From an optimization exercise on the open Yosys and OpenROAD flow, aimed at small area and a short achievable clock period; shortcuts taken in it are not production practice.
Only simulation tests tie the RTL to the original design; equivalence was not proved.
No driver is modelled on the clock port, so clocking that relies on it looks cheaper here than on a real chip.
No activity file was given, so power comes from the tool's default toggle rates.

Setup of lane 1:
## c6288_top
module c6288_top (
  input         clk,
  input  [15:0] a,
  input  [15:0] b,
  output [31:0] p
);
==> flow/config.mk <==
export PLATFORM = sky130hd
export DESIGN_NAME = c6288_top
export DESIGN_NICKNAME = c6288_top
export VERILOG_FILES = /design/flow/design.v
export SDC_FILE = /design/flow/constraint.sdc
export NUM_CORES = 4
export LEC_CHECK = 0
export CAP_MARGIN = 20
export CORE_MARGIN = 2
export CORE_UTILIZATION = 40
export CTS_BUF_LIST = sky130_fd_sc_hd__clkbuf_4 sky130_fd_sc_hd__clkbuf_8
export SLEW_MARGIN = 20
export SYNTH_HIERARCHICAL = 1
export SYNTH_MINIMUM_KEEP_SIZE = 0
==> flow/constraint.sdc <==
create_clock -name core_clock -period 15.0 [get_ports {clk}]
set_input_delay 3.0000 -clock core_clock [delete_from_list [all_inputs] [get_ports {clk}]]
set_output_delay 3.0000 -clock core_clock [all_outputs]
set_load 0.01 [all_outputs]
standard.sh (not shown) runs the stock make flow with config.mk's settings and CLKGATE_MAP_FILE= SYNTH_SCRIPT=/design/flow/synth_recipe.tcl, a recipe that flattens the netlist after the stock synthesis.
==> flow/flow/run.sh <==
#!/bin/bash
set -uo pipefail
source flow/params.sh
export RES=orfs/results/sky130hd/c6288_top/base
ARGS=(MATCH_CELL_FOOTPRINT=0 "BUFFER_PORTS_ARGS=-buffer_cell $PORT_BUF" SETUP_SLACK_MARGIN=$SETUP_MARGIN $EXTRA)
bash standard.sh "${ARGS[@]}" floorplan > std_floorplan.log 2>&1 || exit 1
if [ -n "$IN_FF" ]; then
  IN_FF=$IN_FF openroad -no_init -exit flow/upsize.tcl > upsize.log 2>&1 || exit 1
fi
bash standard.sh "${ARGS[@]}" cts > std_cts.log 2>&1 || exit 1
if [ -n "$SKEW_CELLS" ]; then
  SKEW_CELLS="$SKEW_CELLS" openroad -no_init -exit flow/skew.tcl > skew.log 2>&1 || exit 1
fi
bash standard.sh "${ARGS[@]}" finish > std_finish.log 2>&1
st=$?
cp orfs/logs/sky130hd/c6288_top/base/*.log . 2>/dev/null
exit $st
==> flow/flow/params.sh <==
SETUP_MARGIN=0
PORT_BUF=sky130_fd_sc_hd__buf_1
IN_FF=sky130_fd_sc_hd__dfxtp_4
SKEW_CELLS="sky130_fd_sc_hd__clkdlybuf4s50_1 sky130_fd_sc_hd__clkbuf_4"
EXTRA=""
==> flow/flow/skew.tcl <==
read_db $::env(RES)/4_cts.odb
set block [ord::get_db_block]
set db [ord::get_db]
array set groups {}
foreach inst [$block getInsts] {
  if {[string match {p_q*} [$inst getName]]} {
    set it [$inst findITerm CLK]
    lappend groups([[$it getNet] getName]) $it
  }
}
set k 0
foreach netname [lsort [array names groups]] {
  set src [$block findNet $netname]
  set sx 0; set sy 0; set c 0
  foreach it $groups($netname) {
    set bb [[$it getInst] getBBox]
    incr sx [$bb xMin]; incr sy [$bb yMin]; incr c
  }
  set x [expr {$sx / $c}]; set y [expr {$sy / $c}]
  foreach cell $::env(SKEW_CELLS) {
    set buf [odb::dbInst_create $block [$db findMaster $cell] "skew_buf_$k"]
    set dst [odb::dbNet_create $block "skew_clk_$k"]
    $dst setSigType CLOCK
    [$buf findITerm A] connect $src
    [$buf findITerm X] connect $dst
    $buf setLocation $x $y
    $buf setPlacementStatus PLACED
    set src $dst
    incr k
  }
  foreach it $groups($netname) {
    $it disconnect
    $it connect $src
  }
  puts "leaf $netname: $c product registers behind $::env(SKEW_CELLS)"
}
global_connect
detailed_placement
check_placement
write_db $::env(RES)/4_cts.odb
==> flow/flow/upsize.tcl <==
# Give the operand registers a stronger flip-flop of the same type.
read_db $::env(RES)/2_floorplan.odb
set block [ord::get_db_block]
set m [[ord::get_db] findMaster $::env(IN_FF)]
set n 0
foreach inst [$block getInsts] {
  set name [$inst getName]
  if {[string match {a_q*} $name] || [string match {b_q*} $name]} {
    $inst swapMaster $m
    incr n
  }
}
puts "upsized $n registers to $::env(IN_FF)"
write_db $::env(RES)/2_floorplan.odb
The inputs of lane 2 differ from those of lane 1 as listed below.
Settings: CTS_BUF_LIST no longer set, was sky130_fd_sc_hd__clkbuf_4 sky130_fd_sc_hd__clkbuf_8.
--- outcome ---
Final-layout clock-cell area share, lane 1 and lane 2: higher on lane 2. From lane 1 to lane 2 the numbers moved as follows: worst setup slack now sits lower, global-route usage now sits at about the same level, reported clock group power now sits higher, overall via count from detail_route now sits higher. Lane 2 ended up with a higher final wirelength than lane 1 did. Lane 2 completed; timing, DRC and antenna clean. Compared with lane 1, count of buffers not belonging to the clock network in the layout in lane 2 decreased by a few percent. The core of lane 2 is more densely filled than that of lane 1. Compare lane 1 and lane 2 | worst hold margin higher: lane 1. Register-to-register path setup slack, lane 1 and lane 2: higher on lane 1.

========
== job 9085 ==
c6288_top, a different RTL version from the one above (not shown whole).
Size: ~770 cells after synthesis, about 64 flip-flops, about 65 I/O pins, ~0.0079 mm² of cells after synthesis.
export LEC_CHECK = 0
export CAP_MARGIN = 20
export CORE_MARGIN = 2
export CORE_UTILIZATION = 40
export CTS_BUF_LIST = sky130_fd_sc_hd__clkbuf_4 sky130_fd_sc_hd__clkbuf_8
export SLEW_MARGIN = 20
export SYNTH_HIERARCHICAL = 1
export SYNTH_MINIMUM_KEEP_SIZE = 0
create_clock -name core_clock -period 15.0 [get_ports {clk}]
Scripts as last shown in full above: flow/flow/run.sh, flow/flow/params.sh, flow/flow/skew.tcl, flow/flow/upsize.tcl
Input changes introduced in job 5161 (baseline for comparison: job 9085):
# job 9085
export LEC_CHECK = 0
export CAP_MARGIN = 20
export CORE_MARGIN = 2
export CORE_UTILIZATION = 40
export CTS_BUF_LIST = sky130_fd_sc_hd__clkbuf_4 sky130_fd_sc_hd__clkbuf_8
export SLEW_MARGIN = 20
export SYNTH_HIERARCHICAL = 1
export SYNTH_MINIMUM_KEEP_SIZE = 0
create_clock -name core_clock -period 15.0 [get_ports {clk}]
# job 5161
export LEC_CHECK = 0
export CAP_MARGIN = 20
export CORE_MARGIN = 2
export CORE_UTILIZATION = 40
export CTS_BUF_LIST = sky130_fd_sc_hd__clkbuf_4
export SLEW_MARGIN = 20
export SYNTH_HIERARCHICAL = 1
export SYNTH_MINIMUM_KEEP_SIZE = 0
create_clock -name core_clock -period 15.0 [get_ports {clk}]
==> flow/flow/params.sh <==
SETUP_MARGIN=0
PORT_BUF=sky130_fd_sc_hd__buf_1
IN_FF=sky130_fd_sc_hd__dfxtp_4
SKEW_CELLS="sky130_fd_sc_hd__clkdlybuf4s50_1 sky130_fd_sc_hd__clkdlybuf4s15_1 sky130_fd_sc_hd__clkbuf_4"
EXTRA=""
--- outcome ---
Job 9085 has lower number of stages on the worst hold path than job 5161. met1 layer wirelength in the final routing was lower in the run labelled job 5161. Status: register share of the cell area parity (job 5161, job 9085). Taking job 9085 as the reference, in job 5161 wire length reported by the detailed router rose 0.80%; static leakage power saw an increase; cell area went up. Against job 9085, job 5161 comes in 11 higher on final-stage net count.
Input-level comparison between job 6528 and job 5161:
# job 5161
export LEC_CHECK = 0
export CAP_MARGIN = 20
export CORE_MARGIN = 2
export CORE_UTILIZATION = 40
export CTS_BUF_LIST = sky130_fd_sc_hd__clkbuf_4
export SLEW_MARGIN = 20
export SYNTH_HIERARCHICAL = 1
export SYNTH_MINIMUM_KEEP_SIZE = 0
create_clock -name core_clock -period 15.0 [get_ports {clk}]
# job 6528
export LEC_CHECK = 0
export CAP_MARGIN = 20
export CORE_MARGIN = 2
export CORE_UTILIZATION = 65
export SLEW_MARGIN = 20
export SYNTH_HIERARCHICAL = 1
export SYNTH_MINIMUM_KEEP_SIZE = 0
create_clock -name core_clock -period 15.0 [get_ports {clk}]
--- a/flow/flow/run.sh
+++ b/flow/flow/run.sh
@@ -5,0 +6 @@
+if [ -n "${CTS_OPTS:-}" ]; then ARGS+=("CTS_ARGS=$CTS_OPTS"); fi
==> flow/flow/params.sh <==
SETUP_MARGIN=10.7
PORT_BUF=sky130_fd_sc_hd__buf_1
IN_FF=sky130_fd_sc_hd__dfxtp_2
SKEW_CELLS="sky130_fd_sc_hd__clkdlybuf4s50_1 sky130_fd_sc_hd__clkbuf_4"
EXTRA="SKIP_CTS_REPAIR_TIMING=1 REMOVE_ABC_BUFFERS=1 SETUP_MOVE_SEQUENCE=sizeup,swap"
CTS_OPTS="-sink_clustering_enable -repair_clock_nets -dont_use_dummy_load -buf_list {sky130_fd_sc_hd__clkbuf_4 sky130_fd_sc_hd__clkbuf_8}"
## What came out
Job 6528 vs. job 5161: total power went up 0.26 mW, global-route wire length before repair went down 0.68%, number of core rows went down 11, worst-case setup margin in the final layout went up 290 ps, total leakage power went up 1.8%.
Job 6528 finished every step from synthesis to the final layout, and the layout passed the timing, DRC and antenna checks.
--- input diff job 6528..job 9792 ---
# job 6528
export LEC_CHECK = 0
export CAP_MARGIN = 20
export CORE_MARGIN = 2
export CORE_UTILIZATION = 65
export SLEW_MARGIN = 20
export SYNTH_HIERARCHICAL = 1
export SYNTH_MINIMUM_KEEP_SIZE = 0
create_clock -name core_clock -period 15.0 [get_ports {clk}]
# job 9792
export LEC_CHECK = 0
export CAP_MARGIN = 20
export CORE_MARGIN = 2
export CORE_UTILIZATION = 40
export CTS_BUF_LIST = sky130_fd_sc_hd__clkbuf_4 sky130_fd_sc_hd__clkbuf_8
export SLEW_MARGIN = 20
export SYNTH_HIERARCHICAL = 1
export SYNTH_MINIMUM_KEEP_SIZE = 0
create_clock -name core_clock -period 15.0 [get_ports {clk}]
--- a/flow/flow/params.sh
+++ b/flow/flow/params.sh
@@ -1 +1 @@
-SETUP_MARGIN=10.7
+SETUP_MARGIN=11.0
==> comparison <==
- Routability congestion estimate from global placement in job 9792 vs job 6528: down 4.3%
- On wire length, job 6528 tracks job 9792 almost exactly.
- Against job 6528, job 9792 comes in 190 ps lower on tightest hold margin.
Relative to job 9792, the following input files were edited for job 7024:
--- a/flow/flow/params.sh
+++ b/flow/flow/params.sh
@@ -1 +1 @@
-SETUP_MARGIN=11.0
+SETUP_MARGIN=10.7
## What came out
- Comparing job 7024 against job 9792, there is no change at all in reported max-cap violation count.
- From job 9792 to job 7024 the numbers moved as follows: wire length fell by about 1%; part of the total power dissipated in the clock network rose by 0.3 points; register fraction of the total cell area rose by 0.19 points.
- Job 7024 vs. job 9792: total power lost 0.12 mW, portion of the layout cell area used by non-clock buffers neither gained nor lost much, clock period minus worst slack lost 5.8 ps.
### job 7024 -> job 7377
--- a/flow/flow/params.sh
+++ b/flow/flow/params.sh
@@ -1 +1 @@
-SETUP_MARGIN=10.7
+SETUP_MARGIN=0
@@ -5 +5 @@
-EXTRA="SKIP_CTS_REPAIR_TIMING=1 REMOVE_ABC_BUFFERS=1 SETUP_MOVE_SEQUENCE=sizeup,swap"
+EXTRA=""
[summary]
- In the tables for job 7377 and job 7024, slew at the pin closest to its max-slew limit reads lower with job 7377.
- Job 7377 vs. job 7024: clock slew at the register clock pins of the worst setup and hold paths went down by 20 ps.
- The final reports for job 7377 and job 7024 show share of the final layout cell area in multi-input gates higher in the former.
- [job 7377] average wire per standard cell rose 0.92% relative to job 7024
- Per the comparison of job 7377 with job 7024, worst setup slack went down by 190 ps; post-route cell area went down by about 4%.
- Of the two values seen for library cell contributing the largest single delay on the critical path, sky130_fd_sc_hd__dfxtp_1 was produced by job 7024 and sky130_fd_sc_hd__fa_1 by job 7377.
- Job 7024 → job 7377: final core utilization shows a reduction of 1.8 points; detailed route wirelength on metal2 shows an increase of 0.45%.
- Compared with job 7024, in job 7377 post-route worst hold slack moved up, combinational share of power moved down.

-- static timing again, ports no longer ideal --
How much do the figures lean on ideal ports? The routed layouts below were timed once more, with nothing changed but the port constraints.
Step 1: set_driving_cell puts a clkbuf_16 on clk and a buf_2 on each other input, an assumption about the parent block.
Step 2, shift: input delay + t, output delay - t, t = (earliest + latest rising clock arrival at the registers) / 2. This alone moves slack from input paths to output paths.
Slacks: ideal ports / drivers / drivers and shift; pairs: ideal ports / drivers.
run	t, ns	slack for setup (ns)	latest minus earliest clock arrival (ns)	worst register clock-pin slew, ns
lane 1	0.710	10.388 / 10.388 / 10.388	0.649 / 0.649	0.09 / 0.09
lane 2	0.694	10.372 / 10.372 / 10.372	0.641 / 0.641	0.09 / 0.09
job 9085	0.702	10.457 / 10.457 / 10.457	0.645 / 0.646	0.09 / 0.09
job 5161	0.868	10.261 / 10.222 / 10.614	0.841 / 0.841	0.11 / 0.11
job 6528	0.714	10.546 / 10.507 / 10.752	0.675 / 0.674	0.08 / 0.08
job 9792	0.702	10.556 / 10.520 / 10.734	0.659 / 0.659	0.11 / 0.11
job 7024	0.699	10.562 / 10.525 / 10.734	0.655 / 0.656	0.11 / 0.11
job 7377	0.694	10.375 / 10.375 / 10.375	0.658 / 0.658	0.09 / 0.09
Clock arrivals are far apart in every run listed, so t is only a midpoint there and step 2 fits no single register.
